From an optimization exercise on the open Yosys and OpenROAD flow, aimed at small area and a short achievable clock period; shortcuts taken in it are not production practice. The RTL was checked by simulation tests, not by an equivalence proof against the original design. The flow treats the clock pin as an ideal source, which a real chip does not have. Power is estimated from default activity; no workload was simulated.

$ cat flow/design.v
module booth_mul_top(clk, A, B, m, ov);
	input clk;
	input [15:0] A, B;
	output reg [30:0] m;
	output reg ov;
	reg [15:0] a_q, b_q;
	wire [30:0] m_w;
	wire ov_w;
	BoothMUL mul(.A(a_q), .B(b_q), .m(m_w), .ov(ov_w));
	always @(posedge clk) begin
		a_q <= A;
		b_q <= B;
		m <= m_w;
		ov <= ov_w;
	end
endmodule

module FA(a, b, c, cout, sum);
	input a, b, c;
	output cout, sum;
	assign {cout, sum} = a + b + c;
endmodule
module HA(a, b, cout, sum);
	input a, b;
	output cout, sum;
	assign {cout, sum} = a + b;
endmodule
module BoothMUL(A, B, m, ov);
	input [15:0] A, B;
	output [30:0] m;
	output ov;
	wire s1;
	wire c2;
	wire s3;
	wire c4;
	wire s5;
	wire c6;
	wire s7;
	wire c8;
	wire s9;
	wire c10;
	wire s11;
	wire c12;
	wire s13;
	wire c14;
	wire s15;
	wire c16;
	wire s17;
	wire c18;
	wire s19;
	wire c20;
	wire s21;
	wire c22;
	wire s23;
	wire c24;
	wire s25;
	wire c26;
	wire s27;
	wire c28;
	wire s29;
	wire c30;
	wire s31;
	wire c32;
	wire s33;
	wire c34;
	wire s35;
	wire c36;
	wire s37;
	wire c38;
	wire s39;
	wire c40;
	wire s41;
	wire c42;
	wire s43;
	wire c44;
	wire s45;
	wire c46;
	wire s47;
	wire c48;
	wire s49;
	wire c50;
	wire s51;
	wire c52;
	wire s53;
	wire c54;
	wire s55;
	wire c56;
	wire s57;
	wire c58;
	wire s59;
	wire c60;
	wire s61;
	wire c62;
	wire s63;
	wire c64;
	wire s65;
	wire c66;
	wire s67;
	wire c68;
	wire s69;
	wire c70;
	wire s71;
	wire c72;
	wire s73;
	wire c74;
	wire s75;
	wire c76;
	wire s77;
	wire c78;
	wire s79;
	wire c80;
	wire s81;
	wire c82;
	wire s83;
	wire c84;
	wire s85;
	wire c86;
	wire s87;
	wire c88;
	wire s89;
	wire c90;
	wire s91;
	wire c92;
	wire s93;
	wire c94;
	wire s95;
	wire c96;
	wire s97;
	wire c98;
	wire s99;
	wire c100;
	wire s101;
	wire c102;
	wire s103;
	wire c104;
	wire s105;
	wire c106;
	wire s107;
	wire c108;
	wire s109;
	wire c110;
	wire s111;
	wire c112;
	wire s113;
	wire c114;
	wire s115;
	wire c116;
	wire s117;
	wire c118;
	wire s119;
	wire c120;
	wire s121;
	wire c122;
	wire s123;
	wire c124;
	wire s125;
	wire c126;
	wire s127;
	wire c128;
	wire s129;
	wire c130;
	wire s131;
	wire c132;
	wire s133;
	wire c134;
	wire s135;
	wire c136;
	wire s137;
	wire c138;
	wire s139;
	wire c140;
	wire s141;
	wire c142;
	wire s143;
	wire c144;
	wire s145;
	wire c146;
	wire s147;
	wire c148;
	wire s149;
	wire c150;
	wire s151;
	wire c152;
	wire s153;
	wire c154;
	wire s155;
	wire c156;
	wire s157;
	wire c158;
	wire s159;
	wire c160;
	wire s161;
	wire c162;
	wire s163;
	wire c164;
	wire s165;
	wire c166;
	wire s167;
	wire c168;
	wire s169;
	wire c170;
	wire s171;
	wire c172;
	wire s173;
	wire c174;
	wire s175;
	wire c176;
	wire s177;
	wire c178;
	wire s179;
	wire c180;
	wire s181;
	wire c182;
	wire s183;
	wire c184;
	wire s185;
	wire c186;
	wire s187;
	wire c188;
	wire s189;
	wire c190;
	wire s191;
	wire c192;
	wire s193;
	wire c194;
	wire s195;
	wire c196;
	wire s197;
	wire c198;
	wire s199;
	wire c200;
	wire s201;
	wire c202;
	wire s203;
	wire c204;
	wire s205;
	wire c206;
	wire s207;
	wire c208;
	wire s209;
	wire c210;
	wire s211;
	wire c212;
	wire s213;
	wire c214;
	wire s215;
	wire c216;
	wire s217;
	wire c218;
	wire s219;
	wire c220;
	wire s221;
	wire c222;
	wire s223;
	wire c224;
	wire neg0 = B[1];
	wire one0 = B[0] ^ 1'b0;
	wire two0 = (B[1] & ~B[0] & ~1'b0) | (~B[1] & B[0] & 1'b0);
	wire negz0 = B[1] & ~(B[0] & 1'b0);
	wire [15:0] x0 = A ^ {16{negz0}};
	wire pp0_0 = (one0 & x0[0]) | (two0 & negz0);
	wire pp0_1 = (one0 & x0[1]) | (two0 & x0[0]);
	wire pp0_2 = (one0 & x0[2]) | (two0 & x0[1]);
	wire pp0_3 = (one0 & x0[3]) | (two0 & x0[2]);
	wire pp0_4 = (one0 & x0[4]) | (two0 & x0[3]);
	wire pp0_5 = (one0 & x0[5]) | (two0 & x0[4]);
	wire pp0_6 = (one0 & x0[6]) | (two0 & x0[5]);
	wire pp0_7 = (one0 & x0[7]) | (two0 & x0[6]);
	wire pp0_8 = (one0 & x0[8]) | (two0 & x0[7]);
	wire pp0_9 = (one0 & x0[9]) | (two0 & x0[8]);
	wire pp0_10 = (one0 & x0[10]) | (two0 & x0[9]);
	wire pp0_11 = (one0 & x0[11]) | (two0 & x0[10]);
	wire pp0_12 = (one0 & x0[12]) | (two0 & x0[11]);
	wire pp0_13 = (one0 & x0[13]) | (two0 & x0[12]);
	wire pp0_14 = (one0 & x0[14]) | (two0 & x0[13]);
	wire pp0_15 = (one0 & x0[15]) | (two0 & x0[14]);
	wire pp0_16 = ~((one0 | two0) & x0[15]);
	wire neg1 = B[3];
	wire one1 = B[2] ^ B[1];
	wire two1 = (B[3] & ~B[2] & ~B[1]) | (~B[3] & B[2] & B[1]);
	wire negz1 = B[3] & ~(B[2] & B[1]);
	wire [15:0] x1 = A ^ {16{negz1}};
	wire pp1_0 = (one1 & x1[0]) | (two1 & negz1);
	wire pp1_1 = (one1 & x1[1]) | (two1 & x1[0]);
	wire pp1_2 = (one1 & x1[2]) | (two1 & x1[1]);
	wire pp1_3 = (one1 & x1[3]) | (two1 & x1[2]);
	wire pp1_4 = (one1 & x1[4]) | (two1 & x1[3]);
	wire pp1_5 = (one1 & x1[5]) | (two1 & x1[4]);
	wire pp1_6 = (one1 & x1[6]) | (two1 & x1[5]);
	wire pp1_7 = (one1 & x1[7]) | (two1 & x1[6]);
	wire pp1_8 = (one1 & x1[8]) | (two1 & x1[7]);
	wire pp1_9 = (one1 & x1[9]) | (two1 & x1[8]);
	wire pp1_10 = (one1 & x1[10]) | (two1 & x1[9]);
	wire pp1_11 = (one1 & x1[11]) | (two1 & x1[10]);
	wire pp1_12 = (one1 & x1[12]) | (two1 & x1[11]);
	wire pp1_13 = (one1 & x1[13]) | (two1 & x1[12]);
	wire pp1_14 = (one1 & x1[14]) | (two1 & x1[13]);
	wire pp1_15 = (one1 & x1[15]) | (two1 & x1[14]);
	wire pp1_16 = ~((one1 | two1) & x1[15]);
	wire neg2 = B[5];
	wire one2 = B[4] ^ B[3];
	wire two2 = (B[5] & ~B[4] & ~B[3]) | (~B[5] & B[4] & B[3]);
	wire negz2 = B[5] & ~(B[4] & B[3]);
	wire [15:0] x2 = A ^ {16{negz2}};
	wire pp2_0 = (one2 & x2[0]) | (two2 & negz2);
	wire pp2_1 = (one2 & x2[1]) | (two2 & x2[0]);
	wire pp2_2 = (one2 & x2[2]) | (two2 & x2[1]);
	wire pp2_3 = (one2 & x2[3]) | (two2 & x2[2]);
	wire pp2_4 = (one2 & x2[4]) | (two2 & x2[3]);
	wire pp2_5 = (one2 & x2[5]) | (two2 & x2[4]);
	wire pp2_6 = (one2 & x2[6]) | (two2 & x2[5]);
	wire pp2_7 = (one2 & x2[7]) | (two2 & x2[6]);
	wire pp2_8 = (one2 & x2[8]) | (two2 & x2[7]);
	wire pp2_9 = (one2 & x2[9]) | (two2 & x2[8]);
	wire pp2_10 = (one2 & x2[10]) | (two2 & x2[9]);
	wire pp2_11 = (one2 & x2[11]) | (two2 & x2[10]);
	wire pp2_12 = (one2 & x2[12]) | (two2 & x2[11]);
	wire pp2_13 = (one2 & x2[13]) | (two2 & x2[12]);
	wire pp2_14 = (one2 & x2[14]) | (two2 & x2[13]);
	wire pp2_15 = (one2 & x2[15]) | (two2 & x2[14]);
	wire pp2_16 = ~((one2 | two2) & x2[15]);
	wire neg3 = B[7];
	wire one3 = B[6] ^ B[5];
	wire two3 = (B[7] & ~B[6] & ~B[5]) | (~B[7] & B[6] & B[5]);
	wire negz3 = B[7] & ~(B[6] & B[5]);
	wire [15:0] x3 = A ^ {16{negz3}};
	wire pp3_0 = (one3 & x3[0]) | (two3 & negz3);
	wire pp3_1 = (one3 & x3[1]) | (two3 & x3[0]);
	wire pp3_2 = (one3 & x3[2]) | (two3 & x3[1]);
	wire pp3_3 = (one3 & x3[3]) | (two3 & x3[2]);
	wire pp3_4 = (one3 & x3[4]) | (two3 & x3[3]);
	wire pp3_5 = (one3 & x3[5]) | (two3 & x3[4]);
	wire pp3_6 = (one3 & x3[6]) | (two3 & x3[5]);
	wire pp3_7 = (one3 & x3[7]) | (two3 & x3[6]);
	wire pp3_8 = (one3 & x3[8]) | (two3 & x3[7]);
	wire pp3_9 = (one3 & x3[9]) | (two3 & x3[8]);
	wire pp3_10 = (one3 & x3[10]) | (two3 & x3[9]);
	wire pp3_11 = (one3 & x3[11]) | (two3 & x3[10]);
	wire pp3_12 = (one3 & x3[12]) | (two3 & x3[11]);
	wire pp3_13 = (one3 & x3[13]) | (two3 & x3[12]);
	wire pp3_14 = (one3 & x3[14]) | (two3 & x3[13]);
	wire pp3_15 = (one3 & x3[15]) | (two3 & x3[14]);
	wire pp3_16 = ~((one3 | two3) & x3[15]);
	wire neg4 = B[9];
	wire one4 = B[8] ^ B[7];
	wire two4 = (B[9] & ~B[8] & ~B[7]) | (~B[9] & B[8] & B[7]);
	wire negz4 = B[9] & ~(B[8] & B[7]);
	wire [15:0] x4 = A ^ {16{negz4}};
	wire pp4_0 = (one4 & x4[0]) | (two4 & negz4);
	wire pp4_1 = (one4 & x4[1]) | (two4 & x4[0]);
	wire pp4_2 = (one4 & x4[2]) | (two4 & x4[1]);
	wire pp4_3 = (one4 & x4[3]) | (two4 & x4[2]);
	wire pp4_4 = (one4 & x4[4]) | (two4 & x4[3]);
	wire pp4_5 = (one4 & x4[5]) | (two4 & x4[4]);
	wire pp4_6 = (one4 & x4[6]) | (two4 & x4[5]);
	wire pp4_7 = (one4 & x4[7]) | (two4 & x4[6]);
	wire pp4_8 = (one4 & x4[8]) | (two4 & x4[7]);
	wire pp4_9 = (one4 & x4[9]) | (two4 & x4[8]);
	wire pp4_10 = (one4 & x4[10]) | (two4 & x4[9]);
	wire pp4_11 = (one4 & x4[11]) | (two4 & x4[10]);
	wire pp4_12 = (one4 & x4[12]) | (two4 & x4[11]);
	wire pp4_13 = (one4 & x4[13]) | (two4 & x4[12]);
	wire pp4_14 = (one4 & x4[14]) | (two4 & x4[13]);
	wire pp4_15 = (one4 & x4[15]) | (two4 & x4[14]);
	wire pp4_16 = ~((one4 | two4) & x4[15]);
	wire neg5 = B[11];
	wire one5 = B[10] ^ B[9];
	wire two5 = (B[11] & ~B[10] & ~B[9]) | (~B[11] & B[10] & B[9]);
	wire negz5 = B[11] & ~(B[10] & B[9]);
	wire [15:0] x5 = A ^ {16{negz5}};
	wire pp5_0 = (one5 & x5[0]) | (two5 & negz5);
	wire pp5_1 = (one5 & x5[1]) | (two5 & x5[0]);
	wire pp5_2 = (one5 & x5[2]) | (two5 & x5[1]);
	wire pp5_3 = (one5 & x5[3]) | (two5 & x5[2]);
	wire pp5_4 = (one5 & x5[4]) | (two5 & x5[3]);
	wire pp5_5 = (one5 & x5[5]) | (two5 & x5[4]);
	wire pp5_6 = (one5 & x5[6]) | (two5 & x5[5]);
	wire pp5_7 = (one5 & x5[7]) | (two5 & x5[6]);
	wire pp5_8 = (one5 & x5[8]) | (two5 & x5[7]);
	wire pp5_9 = (one5 & x5[9]) | (two5 & x5[8]);
	wire pp5_10 = (one5 & x5[10]) | (two5 & x5[9]);
	wire pp5_11 = (one5 & x5[11]) | (two5 & x5[10]);
	wire pp5_12 = (one5 & x5[12]) | (two5 & x5[11]);
	wire pp5_13 = (one5 & x5[13]) | (two5 & x5[12]);
	wire pp5_14 = (one5 & x5[14]) | (two5 & x5[13]);
	wire pp5_15 = (one5 & x5[15]) | (two5 & x5[14]);
	wire pp5_16 = ~((one5 | two5) & x5[15]);
	wire neg6 = B[13];
	wire one6 = B[12] ^ B[11];
	wire two6 = (B[13] & ~B[12] & ~B[11]) | (~B[13] & B[12] & B[11]);
	wire negz6 = B[13] & ~(B[12] & B[11]);
	wire [15:0] x6 = A ^ {16{negz6}};
	wire pp6_0 = (one6 & x6[0]) | (two6 & negz6);
	wire pp6_1 = (one6 & x6[1]) | (two6 & x6[0]);
	wire pp6_2 = (one6 & x6[2]) | (two6 & x6[1]);
	wire pp6_3 = (one6 & x6[3]) | (two6 & x6[2]);
	wire pp6_4 = (one6 & x6[4]) | (two6 & x6[3]);
	wire pp6_5 = (one6 & x6[5]) | (two6 & x6[4]);
	wire pp6_6 = (one6 & x6[6]) | (two6 & x6[5]);
	wire pp6_7 = (one6 & x6[7]) | (two6 & x6[6]);
	wire pp6_8 = (one6 & x6[8]) | (two6 & x6[7]);
	wire pp6_9 = (one6 & x6[9]) | (two6 & x6[8]);
	wire pp6_10 = (one6 & x6[10]) | (two6 & x6[9]);
	wire pp6_11 = (one6 & x6[11]) | (two6 & x6[10]);
	wire pp6_12 = (one6 & x6[12]) | (two6 & x6[11]);
	wire pp6_13 = (one6 & x6[13]) | (two6 & x6[12]);
	wire pp6_14 = (one6 & x6[14]) | (two6 & x6[13]);
	wire pp6_15 = (one6 & x6[15]) | (two6 & x6[14]);
	wire pp6_16 = ~((one6 | two6) & x6[15]);
	wire neg7 = B[15];
	wire one7 = B[14] ^ B[13];
	wire two7 = (B[15] & ~B[14] & ~B[13]) | (~B[15] & B[14] & B[13]);
	wire negz7 = B[15] & ~(B[14] & B[13]);
	wire [15:0] x7 = A ^ {16{negz7}};
	wire pp7_0 = (one7 & x7[0]) | (two7 & negz7);
	wire pp7_1 = (one7 & x7[1]) | (two7 & x7[0]);
	wire pp7_2 = (one7 & x7[2]) | (two7 & x7[1]);
	wire pp7_3 = (one7 & x7[3]) | (two7 & x7[2]);
	wire pp7_4 = (one7 & x7[4]) | (two7 & x7[3]);
	wire pp7_5 = (one7 & x7[5]) | (two7 & x7[4]);
	wire pp7_6 = (one7 & x7[6]) | (two7 & x7[5]);
	wire pp7_7 = (one7 & x7[7]) | (two7 & x7[6]);
	wire pp7_8 = (one7 & x7[8]) | (two7 & x7[7]);
	wire pp7_9 = (one7 & x7[9]) | (two7 & x7[8]);
	wire pp7_10 = (one7 & x7[10]) | (two7 & x7[9]);
	wire pp7_11 = (one7 & x7[11]) | (two7 & x7[10]);
	wire pp7_12 = (one7 & x7[12]) | (two7 & x7[11]);
	wire pp7_13 = (one7 & x7[13]) | (two7 & x7[12]);
	wire pp7_14 = (one7 & x7[14]) | (two7 & x7[13]);
	wire pp7_15 = (one7 & x7[15]) | (two7 & x7[14]);
	wire pp7_16 = ~((one7 | two7) & x7[15]);
	HA ha2(.a(negz5), .b(pp0_10), .cout(c2), .sum(s1));
	HA ha4(.a(pp0_11), .b(pp1_9), .cout(c4), .sum(s3));
	FA fa6(.a(negz6), .b(pp0_12), .c(pp1_10), .cout(c6), .sum(s5));
	HA ha8(.a(pp2_8), .b(pp3_6), .cout(c8), .sum(s7));
	FA fa10(.a(pp0_13), .b(pp1_11), .c(pp2_9), .cout(c10), .sum(s9));
	HA ha12(.a(pp3_7), .b(pp4_5), .cout(c12), .sum(s11));
	FA fa14(.a(negz7), .b(pp0_14), .c(pp1_12), .cout(c14), .sum(s13));
	FA fa16(.a(pp2_10), .b(pp3_8), .c(pp4_6), .cout(c16), .sum(s15));
	HA ha18(.a(pp5_4), .b(pp6_2), .cout(c18), .sum(s17));
	FA fa20(.a(pp0_15), .b(pp1_13), .c(pp2_11), .cout(c20), .sum(s19));
	FA fa22(.a(pp3_9), .b(pp4_7), .c(pp5_5), .cout(c22), .sum(s21));
	HA ha24(.a(pp6_3), .b(pp7_1), .cout(c24), .sum(s23));
	assign s25 = ~(pp0_16 ^ pp1_14);
	assign c26 = pp0_16 | pp1_14;
	FA fa28(.a(pp2_12), .b(pp3_10), .c(pp4_8), .cout(c28), .sum(s27));
	FA fa30(.a(pp5_6), .b(pp6_4), .c(pp7_2), .cout(c30), .sum(s29));
	assign s31 = ~(pp1_15 ^ pp2_13);
	assign c32 = pp1_15 | pp2_13;
	FA fa34(.a(pp3_11), .b(pp4_9), .c(pp5_7), .cout(c34), .sum(s33));
	HA ha36(.a(pp6_5), .b(pp7_3), .cout(c36), .sum(s35));
	FA fa38(.a(pp1_16), .b(pp2_14), .c(pp3_12), .cout(c38), .sum(s37));
	FA fa40(.a(pp4_10), .b(pp5_8), .c(pp6_6), .cout(c40), .sum(s39));
	assign s41 = ~(pp2_15 ^ pp3_13);
	assign c42 = pp2_15 | pp3_13;
	HA ha44(.a(pp4_11), .b(pp5_9), .cout(c44), .sum(s43));
	FA fa46(.a(pp2_16), .b(pp3_14), .c(pp4_12), .cout(c46), .sum(s45));
	assign s47 = ~pp3_15;
	assign c48 = pp3_15;
	HA ha50(.a(negz3), .b(pp0_6), .cout(c50), .sum(s49));
	HA ha52(.a(pp0_7), .b(pp1_5), .cout(c52), .sum(s51));
	FA fa54(.a(negz4), .b(pp0_8), .c(pp1_6), .cout(c54), .sum(s53));
	HA ha56(.a(pp2_4), .b(pp3_2), .cout(c56), .sum(s55));
	FA fa58(.a(pp0_9), .b(pp1_7), .c(pp2_5), .cout(c58), .sum(s57));
	HA ha60(.a(pp3_3), .b(pp4_1), .cout(c60), .sum(s59));
	FA fa62(.a(pp1_8), .b(pp2_6), .c(pp3_4), .cout(c62), .sum(s61));
	FA fa64(.a(pp4_2), .b(pp5_0), .c(s1), .cout(c64), .sum(s63));
	FA fa66(.a(pp2_7), .b(pp3_5), .c(pp4_3), .cout(c66), .sum(s65));
	FA fa68(.a(pp5_1), .b(c2), .c(s3), .cout(c68), .sum(s67));
	FA fa70(.a(pp4_4), .b(pp5_2), .c(pp6_0), .cout(c70), .sum(s69));
	FA fa72(.a(c4), .b(s7), .c(s5), .cout(c72), .sum(s71));
	FA fa74(.a(pp5_3), .b(pp6_1), .c(c8), .cout(c74), .sum(s73));
	FA fa76(.a(s11), .b(c6), .c(s9), .cout(c76), .sum(s75));
	FA fa78(.a(pp7_0), .b(c12), .c(s17), .cout(c78), .sum(s77));
	FA fa80(.a(c10), .b(s13), .c(s15), .cout(c80), .sum(s79));
	FA fa82(.a(c18), .b(s23), .c(c14), .cout(c82), .sum(s81));
	FA fa84(.a(c16), .b(s19), .c(s21), .cout(c84), .sum(s83));
	FA fa86(.a(c24), .b(c20), .c(c22), .cout(c86), .sum(s85));
	FA fa88(.a(s25), .b(s27), .c(s29), .cout(c88), .sum(s87));
	FA fa90(.a(s35), .b(c26), .c(c28), .cout(c90), .sum(s89));
	FA fa92(.a(c30), .b(s31), .c(s33), .cout(c92), .sum(s91));
	FA fa94(.a(pp7_4), .b(c36), .c(c32), .cout(c94), .sum(s93));
	FA fa96(.a(c34), .b(s37), .c(s39), .cout(c96), .sum(s95));
	FA fa98(.a(pp6_7), .b(pp7_5), .c(s43), .cout(c98), .sum(s97));
	FA fa100(.a(c38), .b(c40), .c(s41), .cout(c100), .sum(s99));
	FA fa102(.a(pp5_10), .b(pp6_8), .c(pp7_6), .cout(c102), .sum(s101));
	FA fa104(.a(c44), .b(c42), .c(s45), .cout(c104), .sum(s103));
	FA fa106(.a(pp4_13), .b(pp5_11), .c(pp6_9), .cout(c106), .sum(s105));
	FA fa108(.a(pp7_7), .b(s47), .c(c46), .cout(c108), .sum(s107));
	FA fa110(.a(pp3_16), .b(pp4_14), .c(pp5_12), .cout(c110), .sum(s109));
	FA fa112(.a(pp6_10), .b(pp7_8), .c(c48), .cout(c112), .sum(s111));
	assign s113 = ~(pp4_15 ^ pp5_13);
	assign c114 = pp4_15 | pp5_13;
	HA ha116(.a(pp6_11), .b(pp7_9), .cout(c116), .sum(s115));
	FA fa118(.a(pp4_16), .b(pp5_14), .c(pp6_12), .cout(c118), .sum(s117));
	assign s119 = ~pp5_15;
	assign c120 = pp5_15;
	HA ha122(.a(negz2), .b(pp0_4), .cout(c122), .sum(s121));
	HA ha124(.a(pp0_5), .b(pp1_3), .cout(c124), .sum(s123));
	FA fa126(.a(pp1_4), .b(pp2_2), .c(pp3_0), .cout(c126), .sum(s125));
	FA fa128(.a(pp2_3), .b(pp3_1), .c(c50), .cout(c128), .sum(s127));
	FA fa130(.a(pp4_0), .b(c52), .c(s55), .cout(c130), .sum(s129));
	FA fa132(.a(c56), .b(s59), .c(c54), .cout(c132), .sum(s131));
	FA fa134(.a(c60), .b(c58), .c(s61), .cout(c134), .sum(s133));
	FA fa136(.a(c62), .b(s65), .c(c64), .cout(c136), .sum(s135));
	FA fa138(.a(c66), .b(s69), .c(c68), .cout(c138), .sum(s137));
	FA fa140(.a(c70), .b(s73), .c(c72), .cout(c140), .sum(s139));
	FA fa142(.a(c74), .b(s77), .c(c76), .cout(c142), .sum(s141));
	FA fa144(.a(c78), .b(c80), .c(s81), .cout(c144), .sum(s143));
	FA fa146(.a(c82), .b(c84), .c(s85), .cout(c146), .sum(s145));
	FA fa148(.a(c86), .b(c88), .c(s89), .cout(c148), .sum(s147));
	FA fa150(.a(c90), .b(c92), .c(s93), .cout(c150), .sum(s149));
	FA fa152(.a(s97), .b(c94), .c(c96), .cout(c152), .sum(s151));
	FA fa154(.a(s101), .b(c98), .c(c100), .cout(c154), .sum(s153));
	FA fa156(.a(c102), .b(s105), .c(c104), .cout(c156), .sum(s155));
	FA fa158(.a(c106), .b(s109), .c(s111), .cout(c158), .sum(s157));
	FA fa160(.a(s115), .b(c110), .c(s113), .cout(c160), .sum(s159));
	FA fa162(.a(pp7_10), .b(c116), .c(c114), .cout(c162), .sum(s161));
	FA fa164(.a(pp6_13), .b(pp7_11), .c(s119), .cout(c164), .sum(s163));
	FA fa166(.a(pp5_16), .b(pp6_14), .c(pp7_12), .cout(c166), .sum(s165));
	assign s167 = ~pp6_15;
	assign c168 = pp6_15;
	HA ha170(.a(negz1), .b(pp0_2), .cout(c170), .sum(s169));
	HA ha172(.a(pp0_3), .b(pp1_1), .cout(c172), .sum(s171));
	FA fa174(.a(pp1_2), .b(pp2_0), .c(s121), .cout(c174), .sum(s173));
	FA fa176(.a(pp2_1), .b(c122), .c(s123), .cout(c176), .sum(s175));
	FA fa178(.a(c124), .b(s49), .c(s125), .cout(c178), .sum(s177));
	FA fa180(.a(s51), .b(c126), .c(s127), .cout(c180), .sum(s179));
	FA fa182(.a(s53), .b(c128), .c(s129), .cout(c182), .sum(s181));
	FA fa184(.a(s57), .b(c130), .c(s131), .cout(c184), .sum(s183));
	FA fa186(.a(s63), .b(c132), .c(s133), .cout(c186), .sum(s185));
	FA fa188(.a(s67), .b(c134), .c(s135), .cout(c188), .sum(s187));
	FA fa190(.a(s71), .b(c136), .c(s137), .cout(c190), .sum(s189));
	FA fa192(.a(s75), .b(c138), .c(s139), .cout(c192), .sum(s191));
	FA fa194(.a(s79), .b(c140), .c(s141), .cout(c194), .sum(s193));
	FA fa196(.a(s83), .b(c142), .c(s143), .cout(c196), .sum(s195));
	FA fa198(.a(s87), .b(c144), .c(s145), .cout(c198), .sum(s197));
	FA fa200(.a(s91), .b(c146), .c(s147), .cout(c200), .sum(s199));
	FA fa202(.a(s95), .b(c148), .c(s149), .cout(c202), .sum(s201));
	FA fa204(.a(s99), .b(c150), .c(s151), .cout(c204), .sum(s203));
	FA fa206(.a(s103), .b(c152), .c(s153), .cout(c206), .sum(s205));
	FA fa208(.a(s107), .b(c154), .c(s155), .cout(c208), .sum(s207));
	FA fa210(.a(c108), .b(s157), .c(c156), .cout(c210), .sum(s209));
	FA fa212(.a(c112), .b(s159), .c(c158), .cout(c212), .sum(s211));
	FA fa214(.a(s117), .b(c160), .c(s161), .cout(c214), .sum(s213));
	FA fa216(.a(c118), .b(s163), .c(c162), .cout(c216), .sum(s215));
	FA fa218(.a(c120), .b(s165), .c(c164), .cout(c218), .sum(s217));
	FA fa220(.a(pp7_13), .b(s167), .c(c166), .cout(c220), .sum(s219));
	FA fa222(.a(pp6_16), .b(pp7_14), .c(c168), .cout(c222), .sum(s221));
	assign s223 = ~pp7_15;
	assign c224 = pp7_15;
	wire [31:0] X = {1'b1, pp7_16, s223, s221, s219, s217, c214, s213, s211, s209, c206, c204, c202, c200, c198, c196, c194, c192, c190, c188, c186, c184, c182, c180, c178, c176, c174, c172, c170, pp1_0, pp0_1, negz0};
	wire [31:0] Y = {1'b0, c224, c222, c220, c218, c216, s215, c212, c210, c208, s207, s205, s203, s201, s199, s197, s195, s193, s191, s189, s187, s185, s183, s181, s179, s177, s175, s173, s171, s169, 1'b0, pp0_0};
	wire [31:0] P;
	wire [31:0] g, p;
	HA pg0(.a(X[0]), .b(Y[0]), .cout(g[0]), .sum(p[0]));
	assign g[1] = 1'b0;
	assign p[1] = pp0_1;
	HA pg2(.a(X[2]), .b(Y[2]), .cout(g[2]), .sum(p[2]));
	HA pg3(.a(X[3]), .b(Y[3]), .cout(g[3]), .sum(p[3]));
	HA pg4(.a(X[4]), .b(Y[4]), .cout(g[4]), .sum(p[4]));
	HA pg5(.a(X[5]), .b(Y[5]), .cout(g[5]), .sum(p[5]));
	HA pg6(.a(X[6]), .b(Y[6]), .cout(g[6]), .sum(p[6]));
	HA pg7(.a(X[7]), .b(Y[7]), .cout(g[7]), .sum(p[7]));
	HA pg8(.a(X[8]), .b(Y[8]), .cout(g[8]), .sum(p[8]));
	HA pg9(.a(X[9]), .b(Y[9]), .cout(g[9]), .sum(p[9]));
	HA pg10(.a(X[10]), .b(Y[10]), .cout(g[10]), .sum(p[10]));
	HA pg11(.a(X[11]), .b(Y[11]), .cout(g[11]), .sum(p[11]));
	HA pg12(.a(X[12]), .b(Y[12]), .cout(g[12]), .sum(p[12]));
	HA pg13(.a(X[13]), .b(Y[13]), .cout(g[13]), .sum(p[13]));
	HA pg14(.a(X[14]), .b(Y[14]), .cout(g[14]), .sum(p[14]));
	HA pg15(.a(X[15]), .b(Y[15]), .cout(g[15]), .sum(p[15]));
	HA pg16(.a(X[16]), .b(Y[16]), .cout(g[16]), .sum(p[16]));
	HA pg17(.a(X[17]), .b(Y[17]), .cout(g[17]), .sum(p[17]));
	HA pg18(.a(X[18]), .b(Y[18]), .cout(g[18]), .sum(p[18]));
	HA pg19(.a(X[19]), .b(Y[19]), .cout(g[19]), .sum(p[19]));
	HA pg20(.a(X[20]), .b(Y[20]), .cout(g[20]), .sum(p[20]));
	HA pg21(.a(X[21]), .b(Y[21]), .cout(g[21]), .sum(p[21]));
	HA pg22(.a(X[22]), .b(Y[22]), .cout(g[22]), .sum(p[22]));
	HA pg23(.a(X[23]), .b(Y[23]), .cout(g[23]), .sum(p[23]));
	HA pg24(.a(X[24]), .b(Y[24]), .cout(g[24]), .sum(p[24]));
	HA pg25(.a(X[25]), .b(Y[25]), .cout(g[25]), .sum(p[25]));
	HA pg26(.a(X[26]), .b(Y[26]), .cout(g[26]), .sum(p[26]));
	HA pg27(.a(X[27]), .b(Y[27]), .cout(g[27]), .sum(p[27]));
	HA pg28(.a(X[28]), .b(Y[28]), .cout(g[28]), .sum(p[28]));
	HA pg29(.a(X[29]), .b(Y[29]), .cout(g[29]), .sum(p[29]));
	HA pg30(.a(X[30]), .b(Y[30]), .cout(g[30]), .sum(p[30]));
	assign g[31] = 1'b0;
	assign p[31] = ~1'b0;
	assign G225 = g[1] | (p[1] & g[0]);
	assign Pq226 = p[1] & p[0];
	assign G227 = g[3] | (p[3] & g[2]);
	assign Pq228 = p[3] & p[2];
	assign G229 = g[5] | (p[5] & g[4]);
	assign Pq230 = p[5] & p[4];
	assign G231 = g[7] | (p[7] & g[6]);
	assign Pq232 = p[7] & p[6];
	assign G233 = g[9] | (p[9] & g[8]);
	assign Pq234 = p[9] & p[8];
	assign G235 = g[11] | (p[11] & g[10]);
	assign Pq236 = p[11] & p[10];
	assign G237 = g[13] | (p[13] & g[12]);
	assign Pq238 = p[13] & p[12];
	assign G239 = g[15] | (p[15] & g[14]);
	assign Pq240 = p[15] & p[14];
	assign G241 = g[17] | (p[17] & g[16]);
	assign Pq242 = p[17] & p[16];
	assign G243 = g[19] | (p[19] & g[18]);
	assign Pq244 = p[19] & p[18];
	assign G245 = g[21] | (p[21] & g[20]);
	assign Pq246 = p[21] & p[20];
	assign G247 = g[23] | (p[23] & g[22]);
	assign Pq248 = p[23] & p[22];
	assign G249 = g[25] | (p[25] & g[24]);
	assign Pq250 = p[25] & p[24];
	assign G251 = g[27] | (p[27] & g[26]);
	assign Pq252 = p[27] & p[26];
	assign G253 = g[29] | (p[29] & g[28]);
	assign Pq254 = p[29] & p[28];
	assign G255 = g[31] | (p[31] & g[30]);
	assign Pq256 = p[31] & p[30];
	assign G257 = g[2] | (p[2] & G225);
	assign Pq258 = p[2] & Pq226;
	assign G259 = G227 | (Pq228 & G225);
	assign Pq260 = Pq228 & Pq226;
	assign G261 = g[6] | (p[6] & G229);
	assign Pq262 = p[6] & Pq230;
	assign G263 = G231 | (Pq232 & G229);
	assign Pq264 = Pq232 & Pq230;
	assign G265 = g[10] | (p[10] & G233);
	assign Pq266 = p[10] & Pq234;
	assign G267 = G235 | (Pq236 & G233);
	assign Pq268 = Pq236 & Pq234;
	assign G269 = g[14] | (p[14] & G237);
	assign Pq270 = p[14] & Pq238;
	assign G271 = G239 | (Pq240 & G237);
	assign Pq272 = Pq240 & Pq238;
	assign G273 = g[18] | (p[18] & G241);
	assign Pq274 = p[18] & Pq242;
	assign G275 = G243 | (Pq244 & G241);
	assign Pq276 = Pq244 & Pq242;
	assign G277 = g[22] | (p[22] & G245);
	assign Pq278 = p[22] & Pq246;
	assign G279 = G247 | (Pq248 & G245);
	assign Pq280 = Pq248 & Pq246;
	assign G281 = g[26] | (p[26] & G249);
	assign Pq282 = p[26] & Pq250;
	assign G283 = G251 | (Pq252 & G249);
	assign Pq284 = Pq252 & Pq250;
	assign G285 = g[30] | (p[30] & G253);
	assign Pq286 = p[30] & Pq254;
	assign G287 = G255 | (Pq256 & G253);
	assign Pq288 = Pq256 & Pq254;
	assign G289 = g[4] | (p[4] & G259);
	assign Pq290 = p[4] & Pq260;
	assign G291 = G229 | (Pq230 & G259);
	assign Pq292 = Pq230 & Pq260;
	assign G293 = G261 | (Pq262 & G259);
	assign Pq294 = Pq262 & Pq260;
	assign G295 = G263 | (Pq264 & G259);
	assign Pq296 = Pq264 & Pq260;
	assign G297 = g[12] | (p[12] & G267);
	assign Pq298 = p[12] & Pq268;
	assign G299 = G237 | (Pq238 & G267);
	assign Pq300 = Pq238 & Pq268;
	assign G301 = G269 | (Pq270 & G267);
	assign Pq302 = Pq270 & Pq268;
	assign G303 = G271 | (Pq272 & G267);
	assign Pq304 = Pq272 & Pq268;
	assign G305 = g[20] | (p[20] & G275);
	assign Pq306 = p[20] & Pq276;
	assign G307 = G245 | (Pq246 & G275);
	assign Pq308 = Pq246 & Pq276;
	assign G309 = G277 | (Pq278 & G275);
	assign Pq310 = Pq278 & Pq276;
	assign G311 = G279 | (Pq280 & G275);
	assign Pq312 = Pq280 & Pq276;
	assign G313 = g[28] | (p[28] & G283);
	assign Pq314 = p[28] & Pq284;
	assign G315 = G253 | (Pq254 & G283);
	assign Pq316 = Pq254 & Pq284;
	assign G317 = G285 | (Pq286 & G283);
	assign Pq318 = Pq286 & Pq284;
	assign G319 = G287 | (Pq288 & G283);
	assign Pq320 = Pq288 & Pq284;
	assign G321 = g[8] | (p[8] & G295);
	assign Pq322 = p[8] & Pq296;
	assign G323 = G233 | (Pq234 & G295);
	assign Pq324 = Pq234 & Pq296;
	assign G325 = G265 | (Pq266 & G295);
	assign Pq326 = Pq266 & Pq296;
	assign G327 = G267 | (Pq268 & G295);
	assign Pq328 = Pq268 & Pq296;
	assign G329 = G297 | (Pq298 & G295);
	assign Pq330 = Pq298 & Pq296;
	assign G331 = G299 | (Pq300 & G295);
	assign Pq332 = Pq300 & Pq296;
	assign G333 = G301 | (Pq302 & G295);
	assign Pq334 = Pq302 & Pq296;
	assign G335 = G303 | (Pq304 & G295);
	assign Pq336 = Pq304 & Pq296;
	assign G337 = g[24] | (p[24] & G311);
	assign Pq338 = p[24] & Pq312;
	assign G339 = G249 | (Pq250 & G311);
	assign Pq340 = Pq250 & Pq312;
	assign G341 = G281 | (Pq282 & G311);
	assign Pq342 = Pq282 & Pq312;
	assign G343 = G283 | (Pq284 & G311);
	assign Pq344 = Pq284 & Pq312;
	assign G345 = G313 | (Pq314 & G311);
	assign Pq346 = Pq314 & Pq312;
	assign G347 = G315 | (Pq316 & G311);
	assign Pq348 = Pq316 & Pq312;
	assign G349 = G317 | (Pq318 & G311);
	assign Pq350 = Pq318 & Pq312;
	assign G351 = G319 | (Pq320 & G311);
	assign Pq352 = Pq320 & Pq312;
	assign G353 = g[16] | (p[16] & G335);
	assign Pq354 = p[16] & Pq336;
	assign G355 = G241 | (Pq242 & G335);
	assign Pq356 = Pq242 & Pq336;
	assign G357 = G273 | (Pq274 & G335);
	assign Pq358 = Pq274 & Pq336;
	assign G359 = G275 | (Pq276 & G335);
	assign Pq360 = Pq276 & Pq336;
	assign G361 = G305 | (Pq306 & G335);
	assign Pq362 = Pq306 & Pq336;
	assign G363 = G307 | (Pq308 & G335);
	assign Pq364 = Pq308 & Pq336;
	assign G365 = G309 | (Pq310 & G335);
	assign Pq366 = Pq310 & Pq336;
	assign G367 = G311 | (Pq312 & G335);
	assign Pq368 = Pq312 & Pq336;
	assign G369 = G337 | (Pq338 & G335);
	assign Pq370 = Pq338 & Pq336;
	assign G371 = G339 | (Pq340 & G335);
	assign Pq372 = Pq340 & Pq336;
	assign G373 = G341 | (Pq342 & G335);
	assign Pq374 = Pq342 & Pq336;
	assign G375 = G343 | (Pq344 & G335);
	assign Pq376 = Pq344 & Pq336;
	assign G377 = G345 | (Pq346 & G335);
	assign Pq378 = Pq346 & Pq336;
	assign G379 = G347 | (Pq348 & G335);
	assign Pq380 = Pq348 & Pq336;
	assign G381 = G349 | (Pq350 & G335);
	assign Pq382 = Pq350 & Pq336;
	assign G383 = G351 | (Pq352 & G335);
	assign Pq384 = Pq352 & Pq336;
	assign P[0] = p[0];
	assign P[1] = p[1] ^ g[0];
	assign P[2] = p[2] ^ G225;
	assign P[3] = p[3] ^ G257;
	assign P[4] = p[4] ^ G259;
	assign P[5] = p[5] ^ G289;
	assign P[6] = p[6] ^ G291;
	assign P[7] = p[7] ^ G293;
	assign P[8] = p[8] ^ G295;
	assign P[9] = p[9] ^ G321;
	assign P[10] = p[10] ^ G323;
	assign P[11] = p[11] ^ G325;
	assign P[12] = p[12] ^ G327;
	assign P[13] = p[13] ^ G329;
	assign P[14] = p[14] ^ G331;
	assign P[15] = p[15] ^ G333;
	assign P[16] = p[16] ^ G335;
	assign P[17] = p[17] ^ G353;
	assign P[18] = p[18] ^ G355;
	assign P[19] = p[19] ^ G357;
	assign P[20] = p[20] ^ G359;
	assign P[21] = p[21] ^ G361;
	assign P[22] = p[22] ^ G363;
	assign P[23] = p[23] ^ G365;
	assign P[24] = p[24] ^ G367;
	assign P[25] = p[25] ^ G369;
	assign P[26] = p[26] ^ G371;
	assign P[27] = p[27] ^ G373;
	assign P[28] = p[28] ^ G375;
	assign P[29] = p[29] ^ G377;
	assign P[30] = p[30] ^ G379;
	assign P[31] = p[31] ^ G381;
	assign m = P[30:0];
	assign ov = ~P[31];
endmodule
$ cat flow/flow/run.sh
#!/bin/bash
# The standard layout (standard.sh, unchanged synthesis) with two changes:
# - the port buffers use sky130_fd_sc_hd__buf_1 (every port still gets one);
# - after clock tree synthesis, flow/skew.tcl delays the clock of the output
#   registers m and ov whose data paths are long, by a short chain of clock
#   delay cells (useful skew for the register-to-register path through the
#   multiplier).
export BUFFER_PORTS_ARGS="-buffer_cell sky130_fd_sc_hd__buf_1"
export POST_CTS_TCL="$PWD/flow/skew.tcl"
bash standard.sh > standard.log 2>&1
$ cat flow/flow/skew.tcl
# POST_CTS_TCL hook: useful skew for the register-to-register path through
# the multiplier. The clock of the output registers (m, ov) whose data paths
# are long is delayed by a short chain of clock delay cells, so that the path
# a_q/b_q -> m gets more time. The output ports, which m and ov drive, lose the
# same time. The delay is chosen to balance the two: the worst slack of the
# internal paths and of the output ports come out about equal. A register
# whose shortest path is short (small hold slack) gets a shorter chain.
# Every cell added is a clock buffer or delay cell on the clock net; the
# registers themselves are untouched.
set_propagated_clock [all_clocks]
estimate_parasitics -placement

set P "sky130_fd_sc_hd__"
# chains and their approximate added delay (ns), shortest first
set chains [list \
  [list 0.33 [list ${P}clkdlybuf4s18_1 ${P}clkbuf_4]] \
  [list 0.38 [list ${P}clkdlybuf4s25_1 ${P}clkbuf_4]] \
  [list 0.58 [list ${P}clkdlybuf4s50_1 ${P}clkbuf_4]] \
  [list 0.72 [list ${P}clkdlybuf4s50_1 ${P}clkbuf_1 ${P}clkbuf_4]] \
  [list 0.82 [list ${P}clkdlybuf4s50_1 ${P}clkdlybuf4s18_1 ${P}clkbuf_4]] \
  [list 0.87 [list ${P}clkdlybuf4s50_1 ${P}clkdlybuf4s25_1 ${P}clkbuf_4]] \
  [list 1.00 [list ${P}clkdlybuf4s50_1 ${P}clkdlybuf4s25_1 ${P}clkbuf_1 ${P}clkbuf_4]] \
  [list 1.10 [list ${P}clkdlybuf4s50_1 ${P}clkdlybuf4s50_1 ${P}clkbuf_4]] \
  [list 1.24 [list ${P}clkdlybuf4s50_1 ${P}clkdlybuf4s50_1 ${P}clkbuf_1 ${P}clkbuf_4]] \
  [list 1.39 [list ${P}clkdlybuf4s50_1 ${P}clkdlybuf4s50_1 ${P}clkdlybuf4s25_1 ${P}clkbuf_4]] \
]
# the internal paths lose about this much (ns) from here to the routed layout
set bias 0.1

proc worst {args} {
  set p [find_timing_paths {*}$args -path_delay max]
  return [get_property [lindex $p 0] slack]
}
set s_out [worst -to [all_outputs]]
set s_in [worst -from [all_inputs]]
puts "skew: before: output slack $s_out input slack $s_in"

set regs {}
foreach c [all_registers -cells] {
  set name [get_full_name $c]
  if {![regexp {^(m\[[0-9]+\]|ov)\$} $name]} { continue }
  set d [get_pins $name/D]
  lappend regs [list $name [get_property $d slack_max] [get_property $d slack_min]]
}
set s_int 1e9
foreach r $regs { if {[lindex $r 1] < $s_int} { set s_int [lindex $r 1] } }
puts "skew: before: internal slack $s_int"

set best -1
set best_ws -1e9
for {set i 0} {$i < [llength $chains]} {incr i} {
  set dly [lindex [lindex $chains $i] 0]
  set ws [expr {$s_out - $dly}]
  foreach r $regs {
    lassign $r name smax smin
    # registers that gain nothing keep their clock
    if {$smax >= $s_out - $dly} { continue }
    set ws [expr {min($ws, $smax + $dly - $bias)}]
  }
  puts "skew: chain $i (+$dly ns) predicted worst slack $ws"
  if {$ws > $best_ws} { set best_ws $ws; set best $i }
}
set dly [lindex [lindex $chains $best] 0]
puts "skew: using chain $best (+$dly ns)"

set groups [dict create]
foreach r $regs {
  lassign $r name smax smin
  if {$smax >= $s_out - $dly} { continue }
  # longest chain up to the chosen one that the hold slack allows
  set tier -1
  for {set i $best} {$i >= 0} {incr i -1} {
    if {[lindex [lindex $chains $i] 0] < $smin + 0.1} { set tier $i; break }
  }
  puts "skew: $name setup slack $smax hold slack $smin chain $tier"
  if {$tier < 0} { continue }
  set net [get_full_name [get_nets -of_objects [get_pins $name/CLK]]]
  dict lappend groups "$net $tier" "$name/CLK"
}
set k 0
dict for {key pins} $groups {
  lassign $key netname tier
  puts "skew: net $netname chain $tier drives [llength $pins] output registers"
  set cur $netname
  foreach cell [lindex [lindex $chains $tier] 1] {
    insert_buffer -buffer_cell $cell -net [get_nets $cur] -load_pins [get_pins $pins] -buffer_name "skew_buf_$k"
    incr k
    set cur [get_full_name [get_nets -of_objects [get_pins [lindex $pins 0]]]]
  }
}
detailed_placement
check_placement -verbose
estimate_parasitics -placement
puts "skew: after: output slack [worst -to [all_outputs]] internal slack [worst -from [all_registers -clock_pins] -to [all_registers -data_pins]]"
report_clock_skew
report_checks -path_delay min -digits 3
$ cat flow/standard.sh
#!/bin/bash
# synth_recipe.tcl (not shown) runs the flow's synth.tcl, then flattens the netlist and writes it again
# the make line also repeats each setting of config.mk as NAME=value (left out here)
make -C /OpenROAD-flow-scripts/flow DESIGN_CONFIG=/design/flow/config.mk WORK_HOME=/design/flow/orfs CLKGATE_MAP_FILE= SYNTH_SCRIPT=/design/flow/synth_recipe.tcl "${@:-finish}"
$ cat flow/config.mk
export PLATFORM = sky130hd
export DESIGN_NAME = booth_mul_top
export DESIGN_NICKNAME = booth_mul_top
export VERILOG_FILES = /design/flow/design.v
export SDC_FILE = /design/flow/constraint.sdc
export NUM_CORES = 4
export LEC_CHECK = 0
export ABC_AREA = 1
export CAP_MARGIN = 20
export CORE_MARGIN = 2
export CORE_UTILIZATION = 50
export CTS_BUF_LIST = sky130_fd_sc_hd__clkbuf_8
export HOLD_SLACK_MARGIN = 0.05
export SLEW_MARGIN = 70
export SYNTH_HIERARCHICAL = 1
export SYNTH_MINIMUM_KEEP_SIZE = 0
$ cat flow/constraint.sdc
create_clock -name core_clock -period 12.2 [get_ports {clk}]
set_input_delay 2.4400 -clock core_clock [delete_from_list [all_inputs] [get_ports {clk}]]
set_output_delay 2.4400 -clock core_clock [all_outputs]
set_load 0.01 [all_outputs]
==> summary.txt <==
Outcome
  – Status: timing/DRC/antenna clean

Synthesis
  – YS warnings: 167
  – Gate Count Post-Synth: 856
  – Synth area leaders: fa_1, dfxtp_1, xnor2_1
  – Syn_nets: 1039
  – Main synth FF type: dfxtp_1
  – Sequential share of the synthesized area: 16.9%
  – Post-synth top area share: 23.0%
  – Async SR Flop Fraction: 0%
  – Yosys top cell by area: fa_1
  – Top-count cell post-synth: nand2_1
  – Avg Inst Size Synth: 8.86 um^2
  – Synthesized area: 0.00758 mm^2
  – Netlist cell types: 35
  – Synth top cells by count: nand2_1, o22ai_1, xnor2_1
  – Post-synth EDFFs: 0
  – Yosys reg bits: 64

Final layout
  – Share of layout cells above drive strength 1: 10.9%
  – N_diodes: 0
  – Register Area: 0.00130 mm^2
  – Layout Area Growth over Synthesis: 8.41%
  – Fill cells: 1395
  – Multi-input logic area: 0.00573 mm^2
  – Final nets: 1095

STA
  – Clk_skew: 0.820 ns
  – Setup ws final: 8.08 ns
  – Fin crit share: 33.8%
  – Transition time of the tightest slew-check pin: 0.403 ns
  – RSZ-0062 raised after global routing: no
  – Final Hold Viols: 0
  – # setup viols final: 0
  – Final min period: 4.12 ns
  – Final Max Slew Viols: 0
  – Max_slew headroom: 73.1%
  – Max Clk Rate: 0.243 GHz
  – Setup_tns: 0 ns

Clock network
  – Worst-Skew Late Latency: 1.19 ns
  – CTS tree: built
  – Clk slew on worst S/H paths: 0.10 ns
  – CTS Sinks: 64

Routing
  – Vias after detailed routing: 6136
  – Remaining DRCs: 0
  – Routed wire length: 18.2 mm
  – First DRT Iteration DRCs: 458
  – DR WL/cell: 16.5 um
  – Antenna Violating Nets Remaining: 0
  – Vias/cell: 5.55
  – First-pass iteration count of the detailed router: 5

Critical path
  – Crit path DAT: 1.68 ns
  – Buf/Inv on CP: 1
  – WS Path Type: reg -> out
  – Startpoint Class: flip-flop
  – CP peak stage delay: 0.34 ns
  – Req. time, crit path: 9.76 ns
  – Cells along the critical path: buf_1
  – Slowest-stage cell, CP: dfxtp_1
  – Max Fanout on Critical Path: 1
  – Top delay family on crit path: flip-flops
  – Crit path capture type: output port

Pwr
  – Pwr/cell area: 313 mW/mm^2
  – Leakage power: 3.59 nW
  – Worst vdd ir: 211 uV

Floorplan
  – Row count: 45
  – Io pins: 65
  – Die Height: 127 um
  – Core area: 0.0150 mm^2
  – Die ar.: 0.0162 mm^2
  – Initial Util: 50.5%
  – Die Span X: 127 um

Placement
  – Hpwl dp: 14.6 mm
  – Number of port buffers: 64
  – Worst slack, placed: 7.35 ns
  – Final GP Congestion: 0.926

GRT
  – Global-route met2 utilization: 40.4%
  – Global route hottest layer: met2
  – Met1 Track Usage GR: 28.5%
  – Largest net degree at the start of global routing: 22
  – Initial antenna violation count: 0
  – GRT Overall Usage: 23.4%
  – Met3 Usage GRT: 5.99%
  – Vias in the first global route: 6172
  – First-pass GRT wire length: 30.0 mm
  – GRT Residual Overflow: 0

Job
  – MaxCap Viol Count: 0

Worst hold path
  – Min-Delay Path Class: reg -> reg
## modules after synthesis (local to each module, per instance)
module,flip-flops and latches,copies in the design,cell area (um^2)
BoothMUL,0,1,3970
FA,0,87,20.0
HA,0,47,12.5
booth_mul_top,64,1,1280
## kinds of logic (layout without fill, tap and decap cells)
group                      Yosys count  count (layout)  share of synthesized area (%)
DFF                                 64              64                           16.9
xor gates and xnor gates           139             139                           16.1
AOI/OAI and AO/OA                  163             163                           13.2
adders and majority gates          150             150                           33.4
buffers and inverters              130             191                           7.77
and+or+nand+nor                    210             210                           12.7
## layout make-up, clock buffers not listed
class	count	area share, %
multi-input cells	662	69.7
well taps	188	2.86
clock inverters	7	0.959
inverters	90	4.12
repair buffers	76	4.02
flip-flops and latches	64	15.8
## metrics by stage
| stage | hold slack, ns | instance area [um^2] | instances | utilization, % | power [mW] |
|---|---|---|---|---|---|
| after floorplan | 0.568 | 7580 | 856 | - | 1.98 |
| after global placement | 0.950 | 7810 | 1068 | 51.9 | 2.30 |
| after detailed placement | 0.774 | 7940 | 1080 | 52.8 | 2.35 |
| after global routing | 0.186 | 8220 | 1105 | 54.7 | 2.92 |
| final | 0.181 | 8220 | 1105 | 54.7 | 2.58 |
## routing by layer
metal  part of all wire [%]  up-vias
met5                      0        -
met1                     42     2912
met4                    2.2        0
met2                     49      222
met3                    7.0       33
li1                       -     2969
## worst paths after layout
check | cells after the start | slack, ns | from | endpoint
worst max-delay path | 1 | 8.08 | m[24] | m[24]
worst min-delay path | 6 | 0.18 | b_q[14] | ov
worst max register to register | 19 | 8.11 | b_q[1] | m[17]
worst min register to register | 6 | 0.18 | b_q[14] | ov
## cell usage in the layout, fill, tap and decap left out, types with 2 or more instances in the layout
master	instances
nand3_1	25
buf_1	64
buf_4	12
clkbuf_4	3
o21ai_2	3
clkdlybuf4s50_1	3
nor3_1	3
fa_1	87
nor2_4	6
dfxtp_2	13
inv_1	68
a21oi_2	2
dfxtp_1	50
a21boi_0	2
a21oi_1	23
xnor2_1	105
xor2_1	34
o22ai_1	115
clkdlybuf4s18_1	3
nand2_1	122
nand2_2	13
or2_0	2
inv_2	21
or2_1	7
nor2_1	27
o21ai_0	11
nand2_4	2
inv_6	2
clkinvlp_4	3
o21a_2	2
clkbuf_8	9
ha_1	63
## power breakdown
part | internal, mW | switching, mW
combinational | 0.795 | 1.21
clock | 0.136 | 0.110
sequential | 0.301 | 0.0298
## flip-flops by register name, summed over array words and instances, names as in the netlist
| signal | flops |
|---|---|
| m | 31 |
| b_q | 16 |
| ov | 1 |
| a_q | 16 |

## separate check: timing with driven ports
The flow's constraints put no driver on any port. The routed layout listed below was extracted and timed again, unchanged, in two steps.
Step 1: set_driving_cell puts a clkbuf_16 on clk and a buf_2 on each other input, an assumption about the parent block.
Step 2, shift: input delay + t, output delay - t, t = (earliest + latest rising clock arrival at the registers) / 2. This alone moves slack from input paths to output paths.
a / b / c = no drivers / after step 1 / after step 2; a / b = the first two.
shift t [ns]: 0.807
setup slack, ns: 8.081 / 8.044 / 8.110
worst setup path at the end: register to register
clock arrival spread, ns: 0.835 / 0.836
worst data-port slew with drivers (ns): 0.04
Clock arrivals are far apart in this run, so t is only a midpoint there and step 2 fits no single register. The setup slack of this run moves by -0.037 ns with the drivers and by +0.029 ns with both steps.
